Source: an optimization exercise on an open RTL-to-GDS flow (aim: small area). Production flows keep margins and buffers that such runs may drop.
In this exercise RTL edits were held to simulation tests only and were not proved equivalent to the original.
Power and IR drop assume default switching activity.

==> flow/design.v <==
module Sudoku_Solver
	#(parameter p_CLKs_PB = 16)  
	(input i_Clk,
	 input i_Rx_UART,
	 input i_Switch_1,
	 output logic o_Tx_UART);
	localparam [1:0] RX = 2'd0, SOLVE = 2'd1, TX = 2'd2;
	wire rst = i_Switch_1;
	logic [269:0] ring;
	wire [9:0] head = ring[269:260];
	logic [1:0] p_cb, p_ri, p_rb;        
	logic [1:0] t_ci, t_cb, t_ri, t_rb;  
	logic [8:0] mask;                    
	logic       s;                       
	logic [1:0] ph;
	logic       f;
	logic       busy;                    
	logic       pend;                    
	logic [3:0] timer, idx, data;
	function automatic [11:0] dpd_dec(input [9:0] c);
		logic p, q, r, s_, t, u, v, w, x, y;
		{p, q, r, s_, t, u, v, w, x, y} = c;
		if (!v)
			dpd_dec = {1'b0, p, q, r, 1'b0, s_, t, u, 1'b0, w, x, y};
		else case ({w, x})
			2'b00: dpd_dec = {1'b0, p, q, r, 1'b0, s_, t, u, 3'b100, y};
			2'b01: dpd_dec = {1'b0, p, q, r, 3'b100, u, 1'b0, s_, t, y};
			2'b10: dpd_dec = {3'b100, r, 1'b0, s_, t, u, 1'b0, p, q, y};
			default: case ({s_, t})
				2'b00: dpd_dec = {3'b100, r, 3'b100, u, 1'b0, p, q, y};
				2'b01: dpd_dec = {3'b100, r, 1'b0, p, q, u, 3'b100, y};
				2'b10: dpd_dec = {1'b0, p, q, r, 3'b100, u, 3'b100, y};
				default: dpd_dec = {3'b100, r, 3'b100, u, 3'b100, y};
			endcase
		endcase
	endfunction
	function automatic [9:0] dpd_enc(input [11:0] g);
		logic a, b, c, d, e, f_, g_, h, i, j, k, m;
		{a, b, c, d, e, f_, g_, h, i, j, k, m} = g;
		case ({a, e, i})
			3'b000: dpd_enc = {b, c, d, f_, g_, h, 1'b0, j, k, m};
			3'b001: dpd_enc = {b, c, d, f_, g_, h, 3'b100, m};
			3'b010: dpd_enc = {b, c, d, j, k, h, 3'b101, m};
			3'b011: dpd_enc = {b, c, d, 2'b10, h, 3'b111, m};
			3'b100: dpd_enc = {j, k, d, f_, g_, h, 3'b110, m};
			3'b101: dpd_enc = {f_, g_, d, 2'b01, h, 3'b111, m};
			3'b110: dpd_enc = {j, k, d, 2'b00, h, 3'b111, m};
			default: dpd_enc = {2'b00, d, 2'b11, h, 3'b111, m};
		endcase
	endfunction
	wire [11:0] dg = dpd_dec(head);
	wire [3:0] d0 = dg[11:8], d1 = dg[7:4], d2 = dg[3:0];
	wire z0 = d0 == 4'd0, z1 = d1 == 4'd0, z2 = d2 == 4'd0;
	wire tick = &timer;
	wire last = p_rb[1] & p_ri[1] & p_cb[1];
	wire e_rb = p_rb == t_rb;
	wire e_ri = p_ri == t_ri;
	wire e_cb = p_cb == t_cb;
	wire row  = e_rb & e_ri;
	wire at_t = row & e_cb;
	logic [1:0] r;
	wire [1:0] rsel = ph == TX ? (!z0 ? 2'd0 : !z1 ? 2'd1 : 2'd2) : r;
	logic [3:0] dr;
	always_comb
		case (rsel)
			2'd0:    dr = d0;
			2'd1:    dr = d1;
			default: dr = d2;
		endcase
	logic zj;
	always_comb
		case (t_ci)
			2'd0:    zj = z0;
			2'd1:    zj = z1;
			2'd2:    zj = z2;
			default: zj = 1'b0;
		endcase
	function automatic [8:0] onehot(input [3:0] d);
		for (int n = 0; n < 9; n++)
			onehot[n] = d == 4'(n + 1);
	endfunction
	wire peer = !s | row | (e_rb & e_cb) | (e_cb & r == t_ci);
	wire [8:0] seen = peer ? onehot(dr) : 9'd0;
	wire [8:0] zm = ~mask;
	wire single = (zm & (zm - 9'd1)) == 9'd0;
	wire [3:0] digit = {zm[7] | zm[8],
			    zm[3] | zm[4] | zm[5] | zm[6],
			    zm[1] | zm[2] | zm[5] | zm[6],
			    zm[0] | zm[2] | zm[4] | zm[6] | zm[8]};
	wire any_z  = z0 | z1 | z2;
	wire any_nz = !(z0 & z1 & z2);
	wire special = ph == SOLVE ? any_z : any_nz;
	wire tx_go    = ph == TX & !busy & f & any_nz;
	wire rx_start = ph == RX & !busy & tick & !i_Rx_UART;
	wire rx_wr    = ph == RX & pend & at_t;
	wire done_t   = at_t & r[1];
	wire s_next   = ph == SOLVE & (s ? !done_t : zj);
	logic       wr;
	logic [1:0] wsel;
	logic [3:0] wval;
	always_comb begin
		wsel = t_ci;
		case (ph)
			RX:      begin wr = rx_wr;                wval = data;  end
			SOLVE:   begin wr = s & done_t & single;  wval = digit; end
			default: begin wr = tx_go;                wval = 4'd0;
				       wsel = !z0 ? 2'd0 : !z1 ? 2'd1 : 2'd2; end
		endcase
	end
	wire [3:0] n0 = wr && wsel == 2'd0 ? wval : d0;
	wire [3:0] n1 = wr && wsel == 2'd1 ? wval : d1;
	wire [3:0] n2 = wr && wsel == 2'd2 ? wval : d2;
	always_ff @(posedge i_Clk)
		ring <= {ring[259:0], dpd_enc({n0, n1, n2})};
	always_ff @(posedge i_Clk) begin
		p_cb <= p_cb[1] ? 2'd0 : p_cb + 2'd1;
		if (p_cb[1]) begin
			p_ri <= p_ri[1] ? 2'd0 : p_ri + 2'd1;
			if (p_ri[1])
				p_rb <= p_rb[1] ? 2'd0 : p_rb + 2'd1;
		end
		f <= last | (f & !special);
		case (ph)
			RX: begin
				if (rx_wr) begin
					t_ci <= t_ci[1] ? 2'd0 : t_ci + 2'd1;
					if (t_ci[1]) begin
						t_cb <= t_cb[1] ? 2'd0 : t_cb + 2'd1;
						if (t_cb[1]) begin
							t_ri <= t_ri[1] ? 2'd0 : t_ri + 2'd1;
							if (t_ri[1])
								t_rb <= t_rb + 2'd1;
						end
					end
				end
				if (t_rb == 2'd3)
					ph <= SOLVE;
			end
			SOLVE: begin
				if (!s)
					{t_rb, t_ri, t_cb} <= {p_rb, p_ri, p_cb};
				if (last && !s_next)
					t_ci <= t_ci[1] ? 2'd0 : t_ci + 2'd1;
				if (last && f && !special && !busy)
					ph <= TX;
			end
			default: ;
		endcase
		s <= s_next;
		if (!s_next)
			r <= 2'd2;
		else if (!s)
			r <= 2'd0;
		else if (at_t)
			r <= r + 2'd1;
		mask <= (s ? mask : 9'd0) | seen;
		timer <= timer + 4'd1;
		if (rx_start) begin
			busy <= 1'b1;
			idx <= 4'd1;
		end else if (tx_go) begin
			busy <= 1'b1;
			idx <= 4'd15;
		end else if (tick && busy) begin
			idx <= idx + 4'd1;
			if (idx == 4'd9)
				busy <= 1'b0;
		end
		if (tx_go)
			data <= dr;
		else if (tick && busy && idx >= 4'd1 && idx <= 4'd4)
			data <= {i_Rx_UART, data[3:1]};
		if (tick && busy && idx == 4'd4)
			pend <= 1'b1;
		else if (rx_wr)
			pend <= 1'b0;
		if (rst) begin
			{p_rb, p_ri, p_cb} <= 6'd0;
			{t_rb, t_ri, t_cb, t_ci} <= 8'd0;
			ph <= RX;
			busy <= 1'b0;
			pend <= 1'b0;
			timer <= 4'd0;
		end
	end
	always_comb
		if (!(ph == TX && busy) || idx == 4'd15)
			o_Tx_UART = 1'b1;
		else if (idx >= 4'd1 && idx <= 4'd4)
			o_Tx_UART = data[0];
		else
			o_Tx_UART = idx == 4'd5 || idx == 4'd6 || idx == 4'd9;
endmodule
==> flow/config.mk <==
export PLATFORM = sky130hd
export DESIGN_NAME = Sudoku_Solver
export DESIGN_NICKNAME = Sudoku_Solver
export VERILOG_FILES = /design/flow/design.v
export SDC_FILE = /design/flow/constraint.sdc
export NUM_CORES = 4
export LEC_CHECK = 0
export ABC_AREA = 1
export CAP_MARGIN = 40
export CORE_MARGIN = 2
export CORE_UTILIZATION = 30
export CTS_BUF_LIST = sky130_fd_sc_hd__clkbuf_8
export CTS_CLUSTER_DIAMETER = 60
export CTS_CLUSTER_SIZE = 20
export PLACE_DENSITY = 0.5
export SLEW_MARGIN = 20
==> flow/constraint.sdc <==
create_clock -name core_clock -period 10.0 [get_ports {i_Clk}]
set_input_delay 2.0000 -clock core_clock [delete_from_list [all_inputs] [get_ports {i_Clk}]]
set_output_delay 2.0000 -clock core_clock [all_outputs]
set_load 0.01 [all_outputs]
standard.sh (not shown) runs the stock make flow with config.mk's settings and CLKGATE_MAP_FILE= SYNTH_SCRIPT=/design/flow/synth_recipe.tcl, a recipe that flattens the netlist after the stock synthesis.
==> flow/flow/run.sh <==
#!/bin/bash
set -euo pipefail
CTS="-sink_clustering_enable -repair_clock_nets -sink_clustering_size 20 -sink_clustering_max_diameter 60 -buf_list sky130_fd_sc_hd__clkbuf_8 -dont_use_dummy_load"
bash standard.sh "CTS_ARGS=$CTS" finish > standard.log 2>&1
The first run produced a clean layout.
Change:
==> flow/flow/run.sh (replaced) <==
#!/bin/bash
# The standard layout (standard.sh), with two changes:
#  - synthesis: flow/my_synth.tcl, the standard flow's synthesis script with abc's mapping script
#    replaced by flow/abc_area.script;
#  - clock tree synthesis: the arguments in flow/cts_args.txt (no dummy loads).
# make/ORFS output goes to standard.log; ORFS's per-step logs are under orfs/logs.
set -euo pipefail
W="$(pwd)"
CTS="$(cat flow/cts_args.txt)"
bash standard.sh "SYNTH_SCRIPT=$W/flow/my_synth.tcl" "FLOW_ABC_SCRIPT=$W/flow/abc_area.script" \
  "CTS_ARGS=$CTS" finish > standard.log 2>&1
==> flow/flow/abc_area.script (new file) <==
strash
&get -n
&deepsyn -T 20
&dch -f
&nf -R 1000
&put
strash
&get -n
&dch -f
&nf -R 1000
&put
topo
==> flow/flow/cts_args.txt (new file) <==
-sink_clustering_enable -repair_clock_nets -dont_use_dummy_load -sink_clustering_size 12 -sink_clustering_max_diameter 40 -buf_list sky130_fd_sc_hd__clkbuf_4
==> flow/flow/my_synth.tcl (new file) <==
# The standard synthesis (synth_recipe.tcl), with abc's mapping script replaced by
# flow/abc_area.script (area-oriented &nf mapping). Registers are mapped by ORFS's
# dfflibmap as in the standard synthesis; only the combinational mapping differs.
proc synth {args} { yosys synth -nofsm -noshare {*}$args }
proc abc {args} {
  set i [lsearch -exact $args -script]
  if { $i >= 0 } { lset args [expr { $i + 1 }] $::env(FLOW_ABC_SCRIPT) }
  yosys abc {*}$args
}
source $::env(SCRIPTS_DIR)/synth.tcl
# left out here: clear keep_hierarchy, flatten, clean up, hide names made inside functions, write 1_2_yosys.v
--- a/flow/config.mk
+++ b/flow/config.mk
@@ -12,3 +11,0 @@
-export CTS_BUF_LIST = sky130_fd_sc_hd__clkbuf_8
-export CTS_CLUSTER_DIAMETER = 60
-export CTS_CLUSTER_SIZE = 20
Outcome: Routed wire length decreases by 4.5%; global-route usage is about the same; setup slack is worse by 170 ps; cell area decreases by 6.0%; via count decreases by 8.4%; final cell count decreases by 15%; clock skew increases by 12 ps; core utilization stays flat.
Change:
==> flow/flow/run.sh (replaced) <==
#!/bin/bash
set -euo pipefail
CTS="$(cat flow/cts_args.txt)"
bash standard.sh "CTS_ARGS=$CTS" finish > standard.log 2>&1
==> flow/flow/cts_args.txt (replaced) <==
-sink_clustering_enable -repair_clock_nets -dont_use_dummy_load -sink_clustering_size 22 -sink_clustering_max_diameter 50 -buf_list sky130_fd_sc_hd__clkbuf_8
--- a/flow/config.mk
+++ b/flow/config.mk
@@ -11,2 +11,2 @@
-export CORE_UTILIZATION = 30
-export PLACE_DENSITY = 0.5
+export CORE_UTILIZATION = 70
+export PLACE_DENSITY = 0.85
removed: flow/flow/abc_area.script
removed: flow/flow/my_synth.tcl
The changed run completed without violations.
Maximum frequency went up by 2.9%.
Core utilization went up by 42 points.
Clock-buffer cell count went down by 18.
Worst hold slack is better by 16 ps.
Cell area went up by 2.7%.
Non-clock buffer count does not change.
Total power went down by 1.5%.
Die area went down by 53%.
Critical path depth went up by 1.
Sequential power stays flat.
Routed wire length went up by 13%.

---

Setup of birch:
// Sudoku_Solver: RTL as listed in full above, without the edits since
Settings: LEC_CHECK=0, ABC_AREA=1, CAP_MARGIN=40, CORE_MARGIN=2, CORE_UTILIZATION=30, CTS_BUF_LIST=sky130_fd_sc_hd__clkbuf_8, CTS_CLUSTER_DIAMETER=60, CTS_CLUSTER_SIZE=20, PLACE_DENSITY=0.5, SLEW_MARGIN=20; clock period 10.0 ns.
run.sh (not shown) runs the stock make flow with config.mk's settings and CLKGATE_MAP_FILE= SYNTH_SCRIPT=/design/flow/synth_recipe.tcl, a recipe that flattens the netlist after the stock synthesis.
Stock flow here: none of the scripts above is used.
For oak, these inputs were changed with respect to birch:
# birch
export LEC_CHECK = 0
export ABC_AREA = 1
export CAP_MARGIN = 40
export CORE_MARGIN = 2
export CORE_UTILIZATION = 30
export CTS_BUF_LIST = sky130_fd_sc_hd__clkbuf_8
export CTS_CLUSTER_DIAMETER = 60
export CTS_CLUSTER_SIZE = 20
export PLACE_DENSITY = 0.5
export SLEW_MARGIN = 20
create_clock -name core_clock -period 10.0 [get_ports {i_Clk}]
# oak
export LEC_CHECK = 0
export ABC_AREA = 1
export CAP_MARGIN = 40
export CORE_MARGIN = 2
export CORE_UTILIZATION = 30
export PLACE_DENSITY = 0.5
export SLEW_MARGIN = 20
create_clock -name core_clock -period 10.0 [get_ports {i_Clk}]
==> flow/flow/run.sh (new file) <==
#!/bin/bash
# The standard layout (standard.sh), with two changes:
#  - synthesis: flow/my_synth.tcl, the standard flow's synthesis script with abc's mapping script
#    replaced by flow/abc_area.script;
#  - clock tree synthesis: the arguments in flow/cts_args.txt (no dummy loads).
# make/ORFS output goes to standard.log; ORFS's per-step logs are under orfs/logs.
set -euo pipefail
W="$(pwd)"
CTS="$(cat flow/cts_args.txt)"
bash standard.sh "SYNTH_SCRIPT=$W/flow/my_synth.tcl" "FLOW_ABC_SCRIPT=$W/flow/abc_area.script" \
  "CTS_ARGS=$CTS" finish > standard.log 2>&1
==> flow/flow/abc_area.script (new file) <==
strash
&get -n
&dch -f
&nf -R 1000
&put
topo
==> flow/flow/cts_args.txt (new file) <==
-sink_clustering_enable -repair_clock_nets -dont_use_dummy_load -sink_clustering_size 20 -sink_clustering_max_diameter 60 -buf_list sky130_fd_sc_hd__clkbuf_8
==> flow/flow/my_synth.tcl (new file) <==
# The standard synthesis (synth_recipe.tcl), with abc's mapping script replaced by
# flow/abc_area.script (area-oriented &nf mapping). Registers are mapped by ORFS's
# dfflibmap as in the standard synthesis; only the combinational mapping differs.
proc synth {args} { yosys synth -nofsm -noshare {*}$args }
proc abc {args} {
  set i [lsearch -exact $args -script]
  if { $i >= 0 } { lset args [expr { $i + 1 }] $::env(FLOW_ABC_SCRIPT) }
  yosys abc {*}$args
}
source $::env(SCRIPTS_DIR)/synth.tcl
# left out here: clear keep_hierarchy, flatten, clean up, hide names made inside functions, write 1_2_yosys.v
==> flow/standard.sh (new file) <==
#!/bin/bash
# synth_recipe.tcl (not shown) runs the flow's synth.tcl, then flattens the netlist and writes it again
# the make line also repeats each setting of config.mk as NAME=value (left out here)
make -C /OpenROAD-flow-scripts/flow DESIGN_CONFIG=/design/flow/config.mk WORK_HOME=/design/flow/orfs CLKGATE_MAP_FILE= SYNTH_SCRIPT=/design/flow/synth_recipe.tcl "${@:-finish}"
removed: flow/run.sh
Notes after the runs:
- For birch and oak, there was not a single run that failed to finish clean.
- Re post-CTS repair timing setup buffer count: no difference whatsoever between birch and oak.
- Area of all placed cells without fillers (oak / birch): 0.941
- Going from birch to oak, sequential share of layout area went up, global-route usage did not really move, adder-cell share of the synthesized area went up, area of the multi-input gates went down, power went down.
- Amount of wire on met2 after detailed routing (oak / birch): 1.06
- Busiest layer in global routing = met1: birch; busiest layer in global routing = met2: oak
- Clock slew seen by the registers of the worst setup and hold paths of birch is on par with oak.
- Cmp birch and oak / wire length reported by the detailed router / lower: oak
- Looking at minimum clock period across both flows, oak is the weaker of the two, with birch ahead.

---

## alpha
// Sudoku_Solver: RTL as listed in full above, without the edits since
Settings: LEC_CHECK=0, ABC_AREA=1, CAP_MARGIN=40, CORE_MARGIN=2, CORE_UTILIZATION=70, PLACE_DENSITY=0.85, SLEW_MARGIN=20; clock period 10.0 ns.
standard.sh (not shown) runs the stock make flow with config.mk's settings and CLKGATE_MAP_FILE= SYNTH_SCRIPT=/design/flow/synth_recipe.tcl, a recipe that flattens the netlist after the stock synthesis.
==> flow/flow/run.sh <==
#!/bin/bash
# The standard layout (standard.sh), with two changes:
#  - synthesis: flow/my_synth.tcl, the standard flow's synthesis script with abc's mapping script
#    replaced by flow/abc_area.script;
#  - clock tree synthesis: the arguments in flow/cts_args.txt (no dummy loads).
# make/ORFS output goes to standard.log; ORFS's per-step logs are under orfs/logs.
set -euo pipefail
W="$(pwd)"
CTS="$(cat flow/cts_args.txt)"
bash standard.sh "SYNTH_SCRIPT=$W/flow/my_synth.tcl" "FLOW_ABC_SCRIPT=$W/flow/abc_area.script" \
  "CTS_ARGS=$CTS" finish > standard.log 2>&1
==> flow/flow/abc_area.script <==
strash
&get -n
&dch -f
&nf -R 1000
&put
topo
==> flow/flow/cts_args.txt <==
-sink_clustering_enable -repair_clock_nets -dont_use_dummy_load -sink_clustering_size 18 -sink_clustering_max_diameter 40 -buf_list sky130_fd_sc_hd__clkbuf_8
==> flow/flow/my_synth.tcl <==
# The standard synthesis (synth_recipe.tcl), with abc's mapping script replaced by
# flow/abc_area.script (area-oriented &nf mapping). Registers are mapped by ORFS's
# dfflibmap as in the standard synthesis; only the combinational mapping differs.
proc synth {args} { yosys synth -nofsm -noshare {*}$args }
proc abc {args} {
  set i [lsearch -exact $args -script]
  if { $i >= 0 } { lset args [expr { $i + 1 }] $::env(FLOW_ABC_SCRIPT) }
  yosys abc {*}$args
}
source $::env(SCRIPTS_DIR)/synth.tcl
# left out here: clear keep_hierarchy, flatten, clean up, hide names made inside functions, write 1_2_yosys.v
alpha: all stages complete, timing, DRC and antenna checks passed
Modified inputs, beta compared to alpha
# alpha
export LEC_CHECK = 0
export ABC_AREA = 1
export CAP_MARGIN = 40
export CORE_MARGIN = 2
export CORE_UTILIZATION = 70
export PLACE_DENSITY = 0.85
export SLEW_MARGIN = 20
create_clock -name core_clock -period 10.0 [get_ports {i_Clk}]
# beta
export LEC_CHECK = 0
export ABC_AREA = 1
export CAP_MARGIN = 40
export CORE_MARGIN = 2
export CORE_UTILIZATION = 50
export PLACE_DENSITY = 0.65
export SLEW_MARGIN = 20
create_clock -name core_clock -period 10.0 [get_ports {i_Clk}]
==> flow/flow/run.sh <==
#!/bin/bash
set -euo pipefail
CTS="$(cat flow/cts_args.txt)"
bash standard.sh "CTS_ARGS=$CTS" finish > standard.log 2>&1
==> flow/flow/cts_args.txt <==
-sink_clustering_enable -repair_clock_nets -dont_use_dummy_load -sink_clustering_size 20 -sink_clustering_max_diameter 60 -buf_list sky130_fd_sc_hd__clkbuf_8
removed: flow/flow/abc_area.script
removed: flow/flow/my_synth.tcl
==> comparison <==
Note that the unique cell type count in the Yosys netlist recorded for beta amounts to 0.891 times the value seen in alpha. beta vs. alpha: internal power of the cells down 0.000064 W, total core area up about 47%, part of the total power dissipated in combinational logic up 0.3 points, sequential share of cell area down 3.4 points. When the final numbers for beta and alpha were put side by side, the maximum number of pins on one net before global-route repair turned out to be smaller in beta.
Changes in gamma relative to beta:
# beta
export LEC_CHECK = 0
export ABC_AREA = 1
export CAP_MARGIN = 40
export CORE_MARGIN = 2
export CORE_UTILIZATION = 50
export PLACE_DENSITY = 0.65
export SLEW_MARGIN = 20
create_clock -name core_clock -period 10.0 [get_ports {i_Clk}]
# gamma
export LEC_CHECK = 0
export CAP_MARGIN = 40
export CORE_MARGIN = 2
export CORE_UTILIZATION = 30
export CTS_BUF_LIST = sky130_fd_sc_hd__clkbuf_8
export CTS_CLUSTER_DIAMETER = 60
export CTS_CLUSTER_SIZE = 20
export PLACE_DENSITY = 0.5
export SLEW_MARGIN = 20
create_clock -name core_clock -period 10.0 [get_ports {i_Clk}]
==> flow/run.sh (new file) <==
#!/bin/bash
# synth_recipe.tcl (not shown) runs the flow's synth.tcl, then flattens the netlist and writes it again
# the make line also repeats each setting of config.mk as NAME=value (left out here)
make -C /OpenROAD-flow-scripts/flow DESIGN_CONFIG=/design/flow/config.mk WORK_HOME=/design/flow/orfs CLKGATE_MAP_FILE= SYNTH_SCRIPT=/design/flow/synth_recipe.tcl finish
removed: flow/flow/run.sh
removed: flow/flow/cts_args.txt
removed: flow/standard.sh
### Flow results
- Routed wire length: gamma higher than beta
- Relative to beta, count of nets after finishing decreased by 12% in gamma.
- beta has lower design area than gamma.
- In the tables for gamma and beta, sequential share of power reads higher with beta.
- From beta to gamma the numbers moved as follows: count of antenna diodes in the layout barely changed, worst hold slack up 0.014 ns.
- Looking at register fraction of the total cell area, gamma sits below beta.
- gamma vs. beta: global-route usage went down by 5.3 points.
- Taking beta over gamma, the count of clock-buffer cells in the layout ratio works out to 0.870.
--- input diff gamma..delta ---
# gamma
export LEC_CHECK = 0
export CAP_MARGIN = 40
export CORE_MARGIN = 2
export CORE_UTILIZATION = 30
export CTS_BUF_LIST = sky130_fd_sc_hd__clkbuf_8
export CTS_CLUSTER_DIAMETER = 60
export CTS_CLUSTER_SIZE = 20
export PLACE_DENSITY = 0.5
export SLEW_MARGIN = 20
create_clock -name core_clock -period 10.0 [get_ports {i_Clk}]
# delta
export LEC_CHECK = 0
export ABC_AREA = 1
export CAP_MARGIN = 40
export CORE_MARGIN = 2
export CORE_UTILIZATION = 30
export PLACE_DENSITY = 0.5
export SLEW_MARGIN = 20
create_clock -name core_clock -period 10.0 [get_ports {i_Clk}]
==> flow/flow/run.sh (new file) <==
#!/bin/bash
set -euo pipefail
CTS="$(cat flow/cts_args.txt)"
bash standard.sh "CTS_ARGS=$CTS" finish > standard.log 2>&1
==> flow/flow/cts_args.txt (new file) <==
-sink_clustering_enable -repair_clock_nets -dont_use_dummy_load -sink_clustering_size 30 -sink_clustering_max_diameter 60 -buf_list sky130_fd_sc_hd__clkbuf_16
==> flow/standard.sh (new file) <==
#!/bin/bash
# synth_recipe.tcl (not shown) runs the flow's synth.tcl, then flattens the netlist and writes it again
# the make line also repeats each setting of config.mk as NAME=value (left out here)
make -C /OpenROAD-flow-scripts/flow DESIGN_CONFIG=/design/flow/config.mk WORK_HOME=/design/flow/orfs CLKGATE_MAP_FILE= SYNTH_SCRIPT=/design/flow/synth_recipe.tcl "${@:-finish}"
removed: flow/run.sh
Notes after the runs:
delta consumes more power than gamma does. Any difference in routed via count between delta and gamma is small enough to ignore. In the tables for gamma and delta, routed wire length reads lower with delta. Cmp gamma and delta / global-route usage / higher: gamma. gamma -> delta: adder-cell area share of the yosys netlist flat. Sequential cell area share: delta > gamma. delta was carried through to the last stage, and its layout satisfied the timing, DRC and antenna checks. Measured against each other, gamma and delta differ in post-route worst setup slack, the lower figure coming from gamma.
The following lists how epsilon was set up differently from delta:
==> flow/flow/cts_args.txt <==
-sink_clustering_enable -repair_clock_nets -dont_use_dummy_load -sink_clustering_size 12 -sink_clustering_max_diameter 40 -buf_list sky130_fd_sc_hd__clkbuf_4
==> comparison <==
epsilon against delta: count of non-filler cells in the finished layout +19; area occupied by multi-input gates level; post-route worst hold slack went down; final net count higher.
Relative to delta, final setup slack of the worst path has decreased by 0.15 ns in epsilon.
Achievable frequency, epsilon and delta: lower on epsilon

==> separate check: timing with driven ports <==
The flow's constraints put no driver on any port. The routed layouts listed below were extracted and timed again, unchanged, in two steps. Step 1 assumes that a clkbuf_16 drives the clock port and a buf_2 every other input. Step 2 also shifts input and output timing later by t, the mid clock arrival at the registers, as if the neighbouring blocks saw the same clock. a / b / c = ideal / step 1 / step 2; a / b = the first two.
run	t, ns	setup WS [ns]	worst hold slack (ns)	worst setup path at the end	latest minus earliest clock arrival (ns)
the first run of note 1	0.558	5.738 / 5.697 / 6.255	0.292 / 0.292 / 0.292	register to output	0.055 / 0.055
the second run of note 1	0.631	5.565 / 5.524 / 5.907	0.297 / 0.297 / 0.297	register to register	0.071 / 0.071
the third run of note 1	0.532	5.688 / 5.655 / 6.186	0.312 / 0.312 / 0.312	register to output	0.052 / 0.053
birch	0.576	5.718 / 5.677 / 6.253	0.326 / 0.326 / 0.326	register to output	0.022 / 0.022
oak	0.544	5.448 / 5.408 / 5.848	0.286 / 0.286 / 0.286	register to register	0.067 / 0.067
alpha	0.560	5.404 / 5.367 / 5.800	0.262 / 0.262 / 0.262	register to register	0.078 / 0.078
beta	0.550	5.597 / 5.560 / 6.110	0.317 / 0.317 / 0.317	register to output	0.039 / 0.038
gamma	0.562	5.468 / 5.429 / 5.992	0.331 / 0.331 / 0.331	register to output	0.021 / 0.021
delta	0.525	5.798 / 5.755 / 6.280	0.290 / 0.290 / 0.290	register to output	0.057 / 0.056
epsilon	0.615	5.653 / 5.614 / 6.229	0.279 / 0.279 / 0.279	register to output	0.073 / 0.074
After both steps setup and hold are still met in every run listed.
